Background: an optimization exercise with open tools, aiming at small area. Do not read the settings as production practice.
Only simulation tests tie the RTL to the original design; equivalence was not proved.
The flow treats the clock pin as an ideal source, which a real chip does not have.
Power is estimated from default activity; no workload was simulated.

Design atm_code, start of the top module:
module atm_code(input clk, input rst, input BTN3, BTN2, BTN1, input [3:0] SW,
                output reg [7:0] LED, output reg [6:0] digit4, digit3, digit2, digit1);
export LEC_CHECK = 0
export CAP_MARGIN = 20
export CORE_MARGIN = 2
export CORE_UTILIZATION = 40
export SLEW_MARGIN = 20
create_clock -name core_clock -period 5.0 [get_ports {clk}]
standard.sh (not shown) runs the stock make flow with config.mk's settings and CLKGATE_MAP_FILE= SYNTH_SCRIPT=/design/flow/synth_recipe.tcl, a recipe that flattens the netlist after the stock synthesis.
==> flow/flow/run.sh <==
#!/bin/bash
# Own layout flow: the standard synthesis, then the combinational logic between the
# standard synthesis's registers is re-mapped by ABC for area (registers, their names and
# cell types are kept as they are). ABC runs with several seeds and two mappers, in two
# rounds (the second starts from the first round's pick); of the netlists whose pre-layout
# worst slack is at least 1.2 ns, the smallest is kept (if none, the one with the best slack). Then the standard layout from floorplan on, with the port buffers
# made of the smallest buffer cell and a clock tree of few, small
# buffers (a clock buffer whose sinks see a slow clock slew after CTS is upsized).
set -euo pipefail
W=$(pwd)
R=$W/orfs/results/$FLOW_PLATFORM/atm_code/base
bash standard.sh synth > std_synth.log 2>&1
cp $R/1_2_yosys.v $W/synth_std.v
# candidates, round 1: ABC seeds 1-6 on the standard synthesis netlist, each mapped with amap
# and with &nf; round 2: seeds 7-12 on the best netlist of round 1. Four at a time.
run_cand() {  # run_cand NAME INPUT.v
  ABC_SCRIPT=$W/area_$1.abc SYNTH_IN=$2 RESYN_OUT=resyn_$1.v yosys -c flow/resyn.tcl > resyn_$1.log 2>&1
  NL=resyn_$1.v openroad -no_init -exit flow/sta.tcl > sta_$1.log 2>&1
}
run_all() {  # run_all INPUT.v NAMES...
  local in=$1 n=0; shift
  for C in "$@"; do
    run_cand $C $in &
    n=$((n + 1))
    if (( n % ${NUM_CORES:-4} == 0 )); then wait; fi
  done
  wait
}
pick() {  # pick NAMES... : the smallest netlist with pre-layout slack >= 1.2 ns, else the best slack
  for C in "$@"; do
    echo "$C $(grep 'Chip area' resyn_$C.log | tail -1 | awk '{print $NF}') $(grep WNS_NS sta_$C.log | awk '{print $2}')"
  done >> candidates.txt
  local b
  b=$(for C in "$@"; do grep "^$C " candidates.txt; done | awk 'NF == 3 && $3 >= 1.2' | sort -k2 -g | head -1 | awk '{print $1}')
  if [[ -z "$b" ]]; then b=$(for C in "$@"; do grep "^$C " candidates.txt; done | awk 'NF == 3' | sort -k3 -gr | head -1 | awk '{print $1}'); fi
  echo $b
}
: > candidates.txt
r1=""
for S in 1 2 3 4 5 6; do
  printf 'strash\n&get -n\n&deepsyn -J 50 -T 120 -S %s\n&put\ndch -f\namap\ntopo\n' $S > area_a$S.abc
  printf 'strash\n&get -n\n&deepsyn -J 50 -T 120 -S %s\n&dch -f\n&nf -R 1000\n&put\ntopo\n' $S > area_n$S.abc
  r1="$r1 a$S n$S"
done
run_all synth_std.v $r1
b1=$(pick $r1)
r2=""
for S in 7 8 9 10 11 12; do
  printf 'strash\n&get -n\n&deepsyn -J 50 -T 120 -S %s\n&put\ndch -f\namap\ntopo\n' $S > area_b$S.abc
  r2="$r2 b$S"
done
run_all resyn_$b1.v $r2
best=$(pick $b1 $r2)
echo "round 1 kept $b1; kept $best" > resyn_choice.txt
cp resyn_$best.v resyn.v
openroad -no_init -exit flow/mkodb.tcl > mkodb.log 2>&1
bash standard.sh $(cat flow/make_args.txt) POST_CTS_TCL=$W/flow/fix_clk.tcl BUFFER_PORTS_ARGS="-buffer_cell sky130_fd_sc_hd__buf_1" \
  CTS_ARGS="$(cat flow/cts_args.txt)" finish > std_finish.log 2>&1
Other scripts of this flow, unchanged in this note and not shown: flow/flow/cts_args.txt, flow/flow/fix_clk.tcl, flow/flow/make_args.txt, flow/flow/mkodb.tcl, flow/flow/resyn.tcl, flow/flow/sta.tcl
Rerun with:
--- a/flow/design.v
+++ b/flow/design.v
@@ -1,26 +1,26 @@
 module atm_code(input clk, input rst, input BTN3, BTN2, BTN1, input [3:0] SW,
                 output reg [7:0] LED, output reg [6:0] digit4, digit3, digit2, digit1);
-  localparam [3:0] IDLE = 4'd5;
-  localparam [3:0] PE3 = 4'd13;
-  localparam [3:0] PE2 = 4'd15;
-  localparam [3:0] PE1 = 4'd14;
-  localparam [3:0] LOCK = 4'd12;
-  localparam [3:0] MENU = 4'd7;
-  localparam [3:0] MONEY = 4'd4;
-  localparam [3:0] WARN = 4'd6;
-  localparam [3:0] PC3 = 4'd9;
-  localparam [3:0] PC2 = 4'd11;
-  localparam [3:0] PC1 = 4'd10;
-  localparam [3:0] NEW = 4'd2;
-  localparam [3:0] RSTC = 4'd0;
-  localparam [3:0] LOCKB = 4'd8;
+  localparam [3:0] IDLE = 4'd8;
+  localparam [3:0] PE3 = 4'd9;
+  localparam [3:0] PE2 = 4'd6;
+  localparam [3:0] PE1 = 4'd5;
+  localparam [3:0] LOCK = 4'd4;
+  localparam [3:0] MENU = 4'd1;
+  localparam [3:0] MONEY = 4'd2;
+  localparam [3:0] WARN = 4'd3;
+  localparam [3:0] PC3 = 4'd11;
+  localparam [3:0] PC2 = 4'd10;
+  localparam [3:0] PC1 = 4'd7;
+  localparam [3:0] NEW = 4'd0;
+  localparam [3:0] RSTC = 4'd13;
+  localparam [3:0] LOCKB = 4'd12;
   reg [3:0] st, disp;
   reg [3:0] pin;
   reg [15:0] bal_d;   
   reg [6:0] x;
   wire isMd = (disp == MONEY);   
   wire [4:0] pend = isMd ? x[4:0] : 5'd0;
   reg [3:0] st_n;
   reg [4:0] pend_n;
   wire s = pend[4];
   wire [4:0] c;
Clock power barely changes. Sequential power drops by roughly a tenth. Total power fell by about a fifth. Via count rises slightly. Worst hold slack gets worse by 25 ps.

[re-timing with driven ports]
How much do the figures lean on ideal ports? The routed layouts below were timed once more, with nothing changed but the port constraints.
Step 1 sets driving cells, clkbuf_16 on the clock port and buf_2 on the other inputs (assumed; they add their load-dependent delay and slew).
Step 2 moves the port delays by t, midway between the first and last clock arrival at a register: inputs arrive t later, outputs are due t later. That takes back most of the time a late clock gives input paths.
Slacks: ideal ports / drivers / drivers and shift; pairs: ideal ports / drivers.
run	t, ns	setup slack, ns	worst setup path after step 2
the first run	0.347	0.735 / 0.735 / 0.735	register to register
the second run	0.367	0.597 / 0.597 / 0.597	register to register
After both steps setup and hold are still met in every run listed.
